What follows belongs to an exercise in optimizing a design on an open flow for small area, a short achievable clock period and few clock cycles; a production flow would make more cautious choices.
At most, simulation tests tie the RTL to the original design; equivalence was not proved.
No functional check of the RTL was part of run 1.
Power figures rest on the tool's default switching activity, not on a simulated workload.

## flow/design.v (module list and top-level ports; edited modules follow where they fit)
// module matrix_mult_pipelined_10: 2432 lines
// module mm10_fa: 4 lines
module matrix_mult_pipelined_10 #(parameter DATA_WIDTH = 8)(
    input clk,
    input rst,
    input in_valid,
    input [7:0] in_data,
    output reg in_ready,
    output reg out_valid,
    output reg [2*DATA_WIDTH-1:0] out_data
);
  // ...
==> flow/flow/run.sh <==
#!/bin/bash
# Standard layout (the standard.sh: unchanged synthesis and steps), with
# repair_timing asked to keep a larger setup slack than the default, so the
# resizer also speeds up paths that already meet the 10 ns clock.
bash standard.sh SETUP_SLACK_MARGIN=6.5 finish > standard.log 2>&1
==> flow/standard.sh <==
#!/bin/bash
# synth_recipe.tcl (not shown) runs the flow's synth.tcl, then flattens the netlist and writes it again
# the make line also repeats each setting of config.mk as NAME=value (left out here)
make -C /OpenROAD-flow-scripts/flow DESIGN_CONFIG=/design/flow/config.mk WORK_HOME=/design/flow/orfs CLKGATE_MAP_FILE= SYNTH_SCRIPT=/design/flow/synth_recipe.tcl "${@:-finish}"
==> flow/config.mk <==
export PLATFORM = sky130hd
export DESIGN_NAME = matrix_mult_pipelined_10
export DESIGN_NICKNAME = matrix_mult_pipelined_10
export VERILOG_FILES = /design/flow/design.v
export SDC_FILE = /design/flow/constraint.sdc
export NUM_CORES = 4
export LEC_CHECK = 0
export CAP_MARGIN = 20
export CORE_MARGIN = 2
export CORE_UTILIZATION = 65
export CTS_CLUSTER_DIAMETER = 100
export CTS_CLUSTER_SIZE = 30
export PLACE_DENSITY = 0.75
export SLEW_MARGIN = 20
export SYNTH_HIERARCHICAL = 1
export SYNTH_MINIMUM_KEEP_SIZE = 0
==> flow/constraint.sdc <==
create_clock -name core_clock -period 10.0 [get_ports {clk}]
set_input_delay 2.0000 -clock core_clock [delete_from_list [all_inputs] [get_ports {clk}]]
set_output_delay 2.0000 -clock core_clock [all_outputs]
set_load 0.01 [all_outputs]
==> reports/results.tsv, run 1 <==
metric	value	unit
p_leak	20.8	nW
timing.hold.ws	0.319	ns
status	complete, no violations	
routed-via-count	26000	
power.total	12.1	mW
clk_pin_slew	0.11	ns
clk-power	3.71	mW
via_per_inst	5.17	
synth_top_family_by_area	adder cells	
crit_type	reg -> reg	
ioPinCount	29	
netlist_instances	3818	
synth_area	58400	um^2
grt_pass1_wl	167	mm
floorplan.die_area	92300	um^2
clk_latency	0.69	ns
final-clk-cell-share	3.52	%
layout_common_cells	dfxtp_1 (1,784), nand2_1 (651), fa_1 (591), inv_1 (89), mux2_2 (88)	
hold_path_depth	0	
seqCellArea	40000	um^2
io_buffers	28	
numCtsBuffers	76	
grt_pass1_vias	27300	
nWellTaps	1165	
clock.fmax	289	MHz
pwr-share-clk	30.6	%
ir_drop	0.179	mV
sw_frac_of_total	20.7	%
avgRoutedWirePerCell	22.0	um
grt-ovfl-total	0	
dp_hpwl	80.5	mm
path_cells	buf_4 > nand2_1 > fa_1 > fa_1 > fa_1 > fa_1 > fa_1	
hold_path_startpoint	rb[24][2]	
synthMuxAreaShare	1.80	%
==> inputs of run 2 (changes only) <==
--- a/flow/design.v
+++ b/flow/design.v
@@ -22,21 +22,22 @@
     wire ph_u9 = (ph_u == 4'd9);
     wire ph_t9 = (ph_t == 4'd9);
     wire ph99  = ph_u9 & ph_t9;
     wire ix_u9 = (ix_u == 4'd9);
     wire ix_t9 = (ix_t == 4'd9);
     wire ix0   = (ix_u == 4'd0) & (ix_t == 4'd0);
     wire ph_t9u0 = ph_t9 & (ph_u == 4'd0);
     wire ph89  = (ph_t == 4'd8) & ph_u9;
-    wire present = ph_u9 ? wr_last : (half & ix_t9 & (ix_u > ph_u));
-    wire start90 = ph_t9u0 & half & ix_t9 & (ix_u != 4'd0);
-    wire okc = ph_t9 & (ph_t9u0 ? start90 : (trl & present));    
+    wire lt_e  = (ph_u < e);                                     
+    wire present = wr_b | lt_e;
+    wire start90 = ph_t9u0 & present;
+    wire okc = ph_t9 & (ph_t9u0 | trl) & present;                
     wire fail = ph_t9 & ~ph_t9u0 & trl & ~present;
-    wire row0_v = okc & (ph_u >= e);                             
+    wire row0_v = okc & ~lt_e;                                   
     wire cact_n  = (okc & ph_u9) | (cact & ~ph89);
     wire idle_nf = ix0 & ~half & ~cact_n;           
     wire [3:0] p1_u = ph_u9 ? 4'd0 : ph_u + 4'd1;   
     wire [3:0] p1_t = ph_u9 ? (ph_t9 ? 4'd0 : ph_t + 4'd1) : ph_t;
     wire       p1_u9 = (p1_u == 4'd9);
     wire       p1_t9 = (p1_t == 4'd9);
     wire [3:0] p2_u = p1_u9 ? 4'd0 : p1_u + 4'd1;   
     wire [3:0] p2_t = p1_u9 ? (p1_t9 ? 4'd0 : p1_t + 4'd1) : p1_t;
==> run 2 against run 1 <==
Compared with the run above:
- still clean on timing, DRC and antenna
- hold slack worse by 0.00071 ns
- first-iteration DRC count rose by 15%
- power up 1.1%
- die area fell by 0.29%
- clock power shrank 1%
- flip-flop and latch count down 1
- clock skew is essentially flat
- clock-buffer cell count shrank 6
- synthesized cell count shrank 0.18%
- worst setup slack got worse by 0.013 ns
- register-to-register slack is essentially flat
- critical path type unchanged
- critical endpoint is now q1673
- largest power group unchanged
==> reports/results.tsv, run 2 <==
metric	value	unit	change
status	complete, no violations		unchanged
hold_path_startpoint	rb[6][3]		was rb[24][2]
grtUsageMet3	3.59	%	was 3.53%
layout_common_cells	dfxtp_1 (1,782), nand2_1 (657), fa_1 (593), mux2_2 (88), inv_1 (85)		was dfxtp_1 (1,784), nand2_1 (651), fa_1 (591), inv_1 (89), mux2_2 (88)
placed_cell_area	59400	um^2	was 59,600 um^2
row_count	109		unchanged
synth_area_leaders	dfxtp_1 (63%), fa_1 (20%), nand2_1 (4.2%), edfxtp_1 (4.1%), mux2_2 (1.7%)		unchanged
cp.required	10.65	ns	was 10.56 ns
crit_top_cell	fa_1		unchanged
ys.flop_type	dfxtp_1		unchanged
ys_ff_latch	1945		was 1,946
clock_skew	0.0345	ns	was 0.0343 ns
final_nets	4446		was 4,470
grt_pass1_wl	165	mm	was 167 mm
cts.sinks	1945		was 1,946
cts_max_level	3		unchanged
hold_path_depth	0		unchanged
crit_type	reg -> reg		unchanged
routed-via-count	25900		was 26,000
clock.fmax	288	MHz	was 289 MHz
synth_cell_type_count	63		was 67
synth_warnings	10		unchanged
finalSetupViolCount	0		unchanged
finalCritPeriodShare	34.7	%	was 34.6%
dp_hpwl	80.0	mm	was 80.5 mm
root_buffer	clkbuf_16		unchanged
top_regs	ra (800), rb (800), ah (80)		unchanged
power_density	197	nW/um^2	was 194 nW/um^2
cp_slowest_cell	dfxtp_1		was fa_1
fin_setup_tns	0	ns	unchanged
critPathLaunchType	register		unchanged
seq_area_frac_synth	68.5	%	was 68.3%
synth-edff-count	80		unchanged
numCtsBuffers	75		was 76
fp.dieH	303	um	was 304 um
grt_max_degree	56		was 55
yosysMostFrequentCell	dfxtp_1		unchanged
gp_congestion	0.941		was 0.956
cp-end-kind	register		unchanged
clk_latency	0.70	ns	was 0.69 ns
max_cap_violations	0		unchanged
path_cells	nand2_1 > fa_1 > fa_1 > fa_1 > fa_1 > fa_1		was buf_4 > nand2_1 > fa_1 > fa_1 > fa_1 > fa_1 > fa_1
p_leak	20.8	nW	about the same
io_buffers	28		unchanged
r2r-end	q1673		was q1706
final_area	62200	um^2	was 62,500 um^2
grt_pass1_vias	27000		was 27,300
mostFrequentLayoutCell	dfxtp_1		unchanged
finalMaxSlewViolations	0		unchanged
use_met1	34.4	%	was 34.3%
floorplan.die_area	92000	um^2	was 92,300 um^2
netlist_instances	3811		was 3,818
synth_area	58300	um^2	was 58,400 um^2
drt-initial-drc-count	2160		was 1,880
rr_worst_depth	6		was 7
avgRoutedWirePerCell	22.1	um	was 22.0 um
via_per_inst	5.19		was 5.17
max_slew.worst_pin.slew	1.03	ns	was 1.06 ns
hold_end	rb[7][3]		was rb[25][2]
clk_pin_slew	0.12	ns	was 0.11 ns
die_w	303	um	was 304 um
hp-class	reg -> reg		unchanged
wl	111	mm	was 110 mm
grt-ovfl-total	0		unchanged
cp_max_fo	9		was 7
relSlewSlack	31.2	%	was 29.3%
first_pass_iters	5		unchanged
rsz0062_at_grt	yes		was no
track_usage	24.9	%	was 24.6%
start_util	65.7	%	was 65.8%
syn_avg_cell_area	15.3	um^2	about the same
clock_path_buffers	3		unchanged
hold_viol	0		unchanged
ioPinCount	29		unchanged
coreArea	88600	um^2	was 88,800 um^2
globalRouteMet2Util	40.0	%	was 38.7%
r2r_slack	6.53	ns	was 6.54 ns
antenna_found_initial	6		unchanged
synth.top_cell.area_share	63.1	%	was 62.9%
ir_drop	0.230	mV	was 0.179 mV
finalCriticalPeriod	3.47	ns	was 3.46 ns
cts_tree	yes		unchanged
slowest_delay	0.71	ns	was 0.59 ns
synth_common_cells	dfxtp_1 (1,835), nand2_1 (658), fa_1 (593), clkbuf_1 (173), mux2_2 (88)		was dfxtp_1 (1,835), nand2_1 (653), fa_1 (593), clkbuf_1 (169), inv_1 (89)
hold_buffers	0		unchanged
layout-drive-gt1-share	8.06	%	was 8.46%
power.total	12.3	mW	was 12.1 mW
yosysTopAreaCell	dfxtp_1		unchanged
antenna_cells	0		unchanged
arrival	4.12	ns	was 4.01 ns
synth_nets	4454		was 4,466
grt_busiest_layer	met2		unchanged
area_growth	6.85	%	was 6.97%
drc	0		unchanged
r2r-start	rb[50][4]		was ah[0][6]
synth_async_sr_flop_share	1.54	%	was 1.59%
final_antenna_net_count	0		unchanged
[run 2: changes by cell type after synthesis, moves of 4 or more]
cell,delta
a21o_1,-6
xnor2_1,-6
ha_1,-5
nand2_1,+5
clkbuf_1,+4
inv_1,-4
o211ai_1,+4
[run 2: logic make-up (layout without fill, tap and decap cells)]
kind of cell | after synthesis | in the layout | synth area share (%)
AND/OR/NAND/NOR | 766 | 766 | 5.33
XOR/XNOR | 44 | 44 | 0.674
adder cells (fa/ha/maj) | 632 | 632 | 21.2
multiplexers | 92 | 92 | 1.77
flip-flops | 1945 | 1945 | 68.5
buffers and inverters | 263 | 284 | 1.71
AO/OA/AOI/OAI | 69 | 69 | 0.818
[run 2: what timing repair did]
item                                   CTS  global route
endpoints found under the hold margin    0             0
buffers inserted                         5            49
pin swaps                                0             0
setup endpoints to repair               63            46
gates resized for setup                 52            20
[run 2: worst max-delay path by stage]
stage          startpoint     to  cells after the start  slack (ns)
6_report        rb[50][4]  q1673                      6        6.53
5_1_grt          ah[3][5]  q1762                     11        6.43
4_1_cts          ah[0][3]  q1706                      6        6.50
3_5_place_dp     in_valid   half                      6        6.19
3_3_place_gp     in_valid   half                      6        6.22
2_1_floorplan    ah[0][1]  q1684                      7        6.74
[run 2: modules after synthesis (local to each module, per instance)]
module	cell area, um^2	times used	flops+latches	cells
mm10_fa	20.0	592	0	1
matrix_mult_pipelined_10	46400	1	1945	3219
[run 2: layout make-up]
class                   count  area, um^2
flip-flops and latches   1945       40000
well taps                1165        1460
inverters                  85         319
multi-input cells        1603       17400
repair buffers             93         983
fillers                  5723       26400
clock buffers              97        1990
clock inverters             9         156
[run 2: per-layer routing]
metal / routed length (um) / vias to the layer above
li1: - / 11600
met4: 5740 / 0
met2: 51800 / 900
met5: 0 / -
met3: 6630 / 214
met1: 46400 / 13200
[run 2: where the power goes]
part           total, mW  internal, mW  switching [mW]
logic              0.383         0.173           0.210
clock network       3.66          1.45            2.22
registers           8.22          8.04           0.186
total               12.3          9.66            2.61
[run 2: worst max-delay path, delay by kind of cell, from the launching register on]
kind | cells | cell delay [ns]
adder cells (fa/ha/maj) | 5 | 2.57
AND/OR/NAND/NOR | 1 | 0.15
flip-flops | 1 | 0.71
[run 2: metrics by stage]
| stage | hold WS, ns | worst slack, ns | cells | utilization, % |
|---|---|---|---|---|
| 2_1_floorplan | 0.310 | 6.74 | 3811 | - |
| 3_3_place_gp | 0.309 | 6.22 | 4837 | 67.0 |
| 3_5_place_dp | 0.312 | 6.19 | 4837 | 67.0 |
| 4_1_cts | 0.322 | 6.50 | 4948 | 69.5 |
| 5_1_grt | 0.326 | 6.43 | 4997 | 70.2 |
| 6_report | 0.319 | 6.53 | 4997 | 70.2 |
Testbench counts of run 2, summed over its fixed seeds: cycles 10,360.
==> inputs of run 3 (changes only) <==
==> flow/flow/run.sh (replaced) <==
#!/bin/bash
# Standard layout (the standard.sh: unchanged synthesis and steps), with
# repair_timing asked to keep a larger setup slack than the default, so the
# resizer also speeds up paths that already meet the 10 ns clock.
bash standard.sh SETUP_SLACK_MARGIN=6.65 finish > standard.log 2>&1
==> run 3 against run 2 <==
Compared with the run above:
- still clean
- first-iteration DRC count rose by 2.1%
- register-to-register slack improved by 0.07 ns
- worst setup slack better by 0.070 ns
- design area increased by 0.63%
- fmax up 2.0%
- clock-buffer cell count unchanged
- power about the same
- critical endpoint unchanged
- largest power group unchanged
==> reports/results.tsv, run 3 <==
metric	value	unit	change
fp.dieH	303	um	unchanged
clock.fmax	294	MHz	was 288 MHz
drc	0		unchanged
floorplan.die_area	92000	um^2	unchanged
clock_skew	0.0348	ns	was 0.0345 ns
mostFrequentLayoutCell	dfxtp_1		unchanged
clk_pin_slew	0.12	ns	about the same
rr_worst_depth	6		unchanged
syn_avg_cell_area	15.3	um^2	unchanged
path_cells	nand2_1 > fa_1 > fa_1 > fa_1 > fa_1 > fa_1		unchanged
top_regs	ra (800), rb (800), ah (80)		unchanged
root_buffer	clkbuf_16		unchanged
pwr-share-clk	29.8	%	about the same
finalCriticalPeriod	3.40	ns	was 3.47 ns
cp_num_buf_inv	0		unchanged
arrival	4.05	ns	was 4.12 ns
avgRoutedWirePerCell	22.2	um	was 22.1 um
dp_hpwl	80.0	mm	unchanged
gp_congestion	0.941		unchanged
clk_latency	0.70	ns	about the same
finalMaxSlewViolations	0		unchanged
cp_max_fo	3		was 9
yosysTopAreaCell	dfxtp_1		unchanged
p_comb_share	3.3	%	was 3.1%
numCtsBuffers	75		unchanged
grt-ovfl-total	0		unchanged
seqPwrFrac	66.9	%	was 67.0%
synth_area_leaders	dfxtp_1 (63%), fa_1 (20%), nand2_1 (4.2%), edfxtp_1 (4.1%), mux2_2 (1.7%)		unchanged
hold_path_startpoint	rb[55][4]		was rb[6][3]
grt_max_degree	56		unchanged
fin_util	70.7	%	was 70.2%
grt_pass1_wl	168	mm	was 165 mm
ys.flop_type	dfxtp_1		unchanged
synth.top_cell.area_share	63.1	%	unchanged
cts_tree	yes		unchanged
r2r-start	ah[4][1]		was rb[50][4]
synth_async_sr_flop_share	1.54	%	unchanged
crit_type	reg -> reg		unchanged
area_growth	7.52	%	was 6.85%
cts.sinks	1945		unchanged
synth_cell_type_count	63		unchanged
antenna_cells	0		unchanged
layout_common_cells	dfxtp_1 (1,780), nand2_1 (647), fa_1 (567), buf_4 (96), mux2_2 (88)		was dfxtp_1 (1,782), nand2_1 (657), fa_1 (593), mux2_2 (88), inv_1 (85)
cts_max_level	3		unchanged
cp_slowest_cell	fa_1		was dfxtp_1
sw_frac_of_total	21.3	%	about the same
finalCritPeriodShare	34.0	%	was 34.7%
synth_nets	4454		unchanged
relSlewSlack	36.0	%	was 31.2%
hold_viol	0		unchanged
cp.required	10.65	ns	about the same
synth_warnings	10		unchanged
r2r_slack	6.60	ns	was 6.53 ns
grt_pass1_vias	27400		was 27,000
power_density	196	nW/um^2	was 197 nW/um^2
p_leak	21.0	nW	was 20.8 nW
max_slew.worst_pin.slew	0.957	ns	was 1.03 ns
slowest_delay	0.57	ns	was 0.71 ns
hp-class	reg -> reg		unchanged
final_antenna_net_count	0		unchanged
die_w	303	um	unchanged
synth-edff-count	80		unchanged
critPathTopFamily	adder cells		unchanged
row_count	109		unchanged
hold_path_depth	0		unchanged
r2r-end	q1673		unchanged
finalSetupViolCount	0		unchanged
ioPinCount	29		unchanged
io_buffers	28		unchanged
fillers	5659		was 5,723
clock_path_buffers	3		unchanged
fin_setup_tns	0	ns	unchanged
ys_ff_latch	1945		unchanged
coreArea	88600	um^2	unchanged
cp-end-kind	register		unchanged
first_pass_iters	6		was 5
hold_end	rb[56][4]		was rb[7][3]
p_switching	2.62	mW	was 2.61 mW
internal_power	9.65	mW	was 9.66 mW
max_cap_violations	0		unchanged
via_per_inst	5.18		was 5.19
layout-drive-gt1-share	10.1	%	was 8.06%
drt-initial-drc-count	2206		was 2,160
critPathLaunchType	register		unchanged
seq_area_frac_synth	68.5	%	unchanged
rsz0062_at_grt	yes		unchanged
crit_top_cell	fa_1		unchanged
final_nets	4488		was 4,446
ir_drop	0.230	mV	about the same
status	complete, no violations		unchanged
track_usage	25.4	%	was 24.9%
synth_common_cells	dfxtp_1 (1,835), nand2_1 (658), fa_1 (593), clkbuf_1 (173), mux2_2 (88)		unchanged
synth_area	58300	um^2	unchanged
yosysMostFrequentCell	dfxtp_1		unchanged
hold_buffers	0		unchanged
wl	112	mm	was 111 mm
routed-via-count	26100		was 25,900
start_util	65.7	%	unchanged
netlist_instances	3811		unchanged
antenna_found_initial	8		was 6
-- run 3: changes by cell type in the layout (fill, tap and decap cells not counted), moves of 2 or more --
cell | previous run | this run
buf_12 | 19 | 9
dfxtp_4 | 0 | 31
nand2_2 | 1 | 10
buf_6 | 0 | 2
xnor2_2 | 1 | 4
xnor2_1 | 27 | 24
dfxtp_1 | 1782 | 1780
dfxtp_2 | 53 | 24
dlygate4sd2_1 | 18 | 16
buf_4 | 46 | 96
nand2_1 | 657 | 647
fa_1 | 593 | 567
fa_2 | 0 | 26
-- run 3: cells by family after synthesis --
group	share of synthesized area, %
AO/OA/AOI/OAI	0.818
XOR/XNOR	0.674
flip-flops	68.5
multiplexers	1.77
buffers and inverters	1.71
adder cells (fa/ha/maj)	21.2
AND/OR/NAND/NOR	5.33
-- run 3: what timing repair did --
action	4_1_cts	5_1_grt
resized for setup	99	51
setup endpoints to repair	84	105
pin swaps	12	34
setup buffers	73	23
-- run 3: through the flow --
stage / instances / instance area (um^2) / power [mW] / worst slack, ns / hold slack [ns]
after floorplan: 3811 / 58300 / 8.60 / 6.74 / 0.310
after global routing: 5039 / 62600 / 12.7 / 6.54 / 0.326
final: 5039 / 62600 / 12.3 / 6.60 / 0.316
after global placement: 4837 / 59400 / 8.73 / 6.22 / 0.309
after detailed placement: 4837 / 59400 / 8.74 / 6.19 / 0.312
after CTS: 5016 / 62300 / 12.3 / 6.58 / 0.322
-- run 3: worst max path at each step --
| stage | startpoint | to | slack, ns | cells after the start |
|---|---|---|---|---|
| CTS | in_ready | in_ready | 6.58 | 1 |
| global placement | in_valid | half | 6.22 | 6 |
| detailed placement | in_valid | half | 6.19 | 6 |
| finish | ah[4][1] | q1673 | 6.60 | 6 |
| global route | ah[3][6] | q1762 | 6.54 | 11 |
| floorplan | ah[0][1] | q1684 | 6.74 | 7 |
-- run 3: power by group through the flow --
stage	registers, mW	logic [mW]	clock network (mW)
after global routing	8.24	0.446	3.99
after floorplan	8.27	0.333	0
after detailed placement	8.41	0.324	0
final	8.21	0.405	3.66
after CTS	8.22	0.385	3.74
after global placement	8.41	0.318	0
-- run 3: metal layers --
layer  track usage [%]  vias up  wire length, um
li1                  -    11700                -
met1              34.9    13300            47000
met2              40.5      916            52200
met3              4.11      212             7250
met4              11.0        2             5420
met5                 0        -               13
-- run 3: cell type report --
cell class	instances	area (um^2)	share of cell area [%]
clock buffers	97	1990	3.18
well taps	1165	1460	2.33
multi-input cells	1603	17500	27.9
repair buffers	135	1180	1.88
flip-flops and latches	1945	40000	63.9
clock inverters	9	156	0.250
inverters	85	319	0.509
-- run 3: per-module statistics from Yosys (local to each module, per instance) --
module,flops+latches,times used,cells
matrix_mult_pipelined_10,1945,1,3219
mm10_fa,0,592,1

-- what the ideal ports hide --
No port has a modelled driver above. Below, the same layouts with a new extraction and two added sets of constraints. Step 1, drivers: a clkbuf_16 drives clk and a buf_2 each remaining input, both assumed. Step 2 adds t to the input delays and takes it off the output delays; t is the mean of the earliest and latest rising clock arrival at the registers after step 1. Input paths then give back, and output paths get back, about the clock's delay inside the block. Slacks: ideal / step 1 / step 2; pairs: ideal / step 1.
run	t (ns)	setup WS [ns]	hold slack, ns	worst setup path at the end	worst slew at a driven data input, ns
run 1	0.743	6.545 / 6.545 / 6.269	0.319 / 0.319 / 0.319	input to register	0.03
run 2	0.750	6.531 / 6.531 / 6.190	0.319 / 0.319 / 0.319	input to register	0.03
run 3	0.748	6.601 / 6.601 / 6.195	0.316 / 0.316 / 0.316	input to register	0.03
After both steps every run listed still meets setup and hold. The setup slack of run 3, which loses most, moves by 0.000 ns with the drivers and by -0.406 ns with both steps.
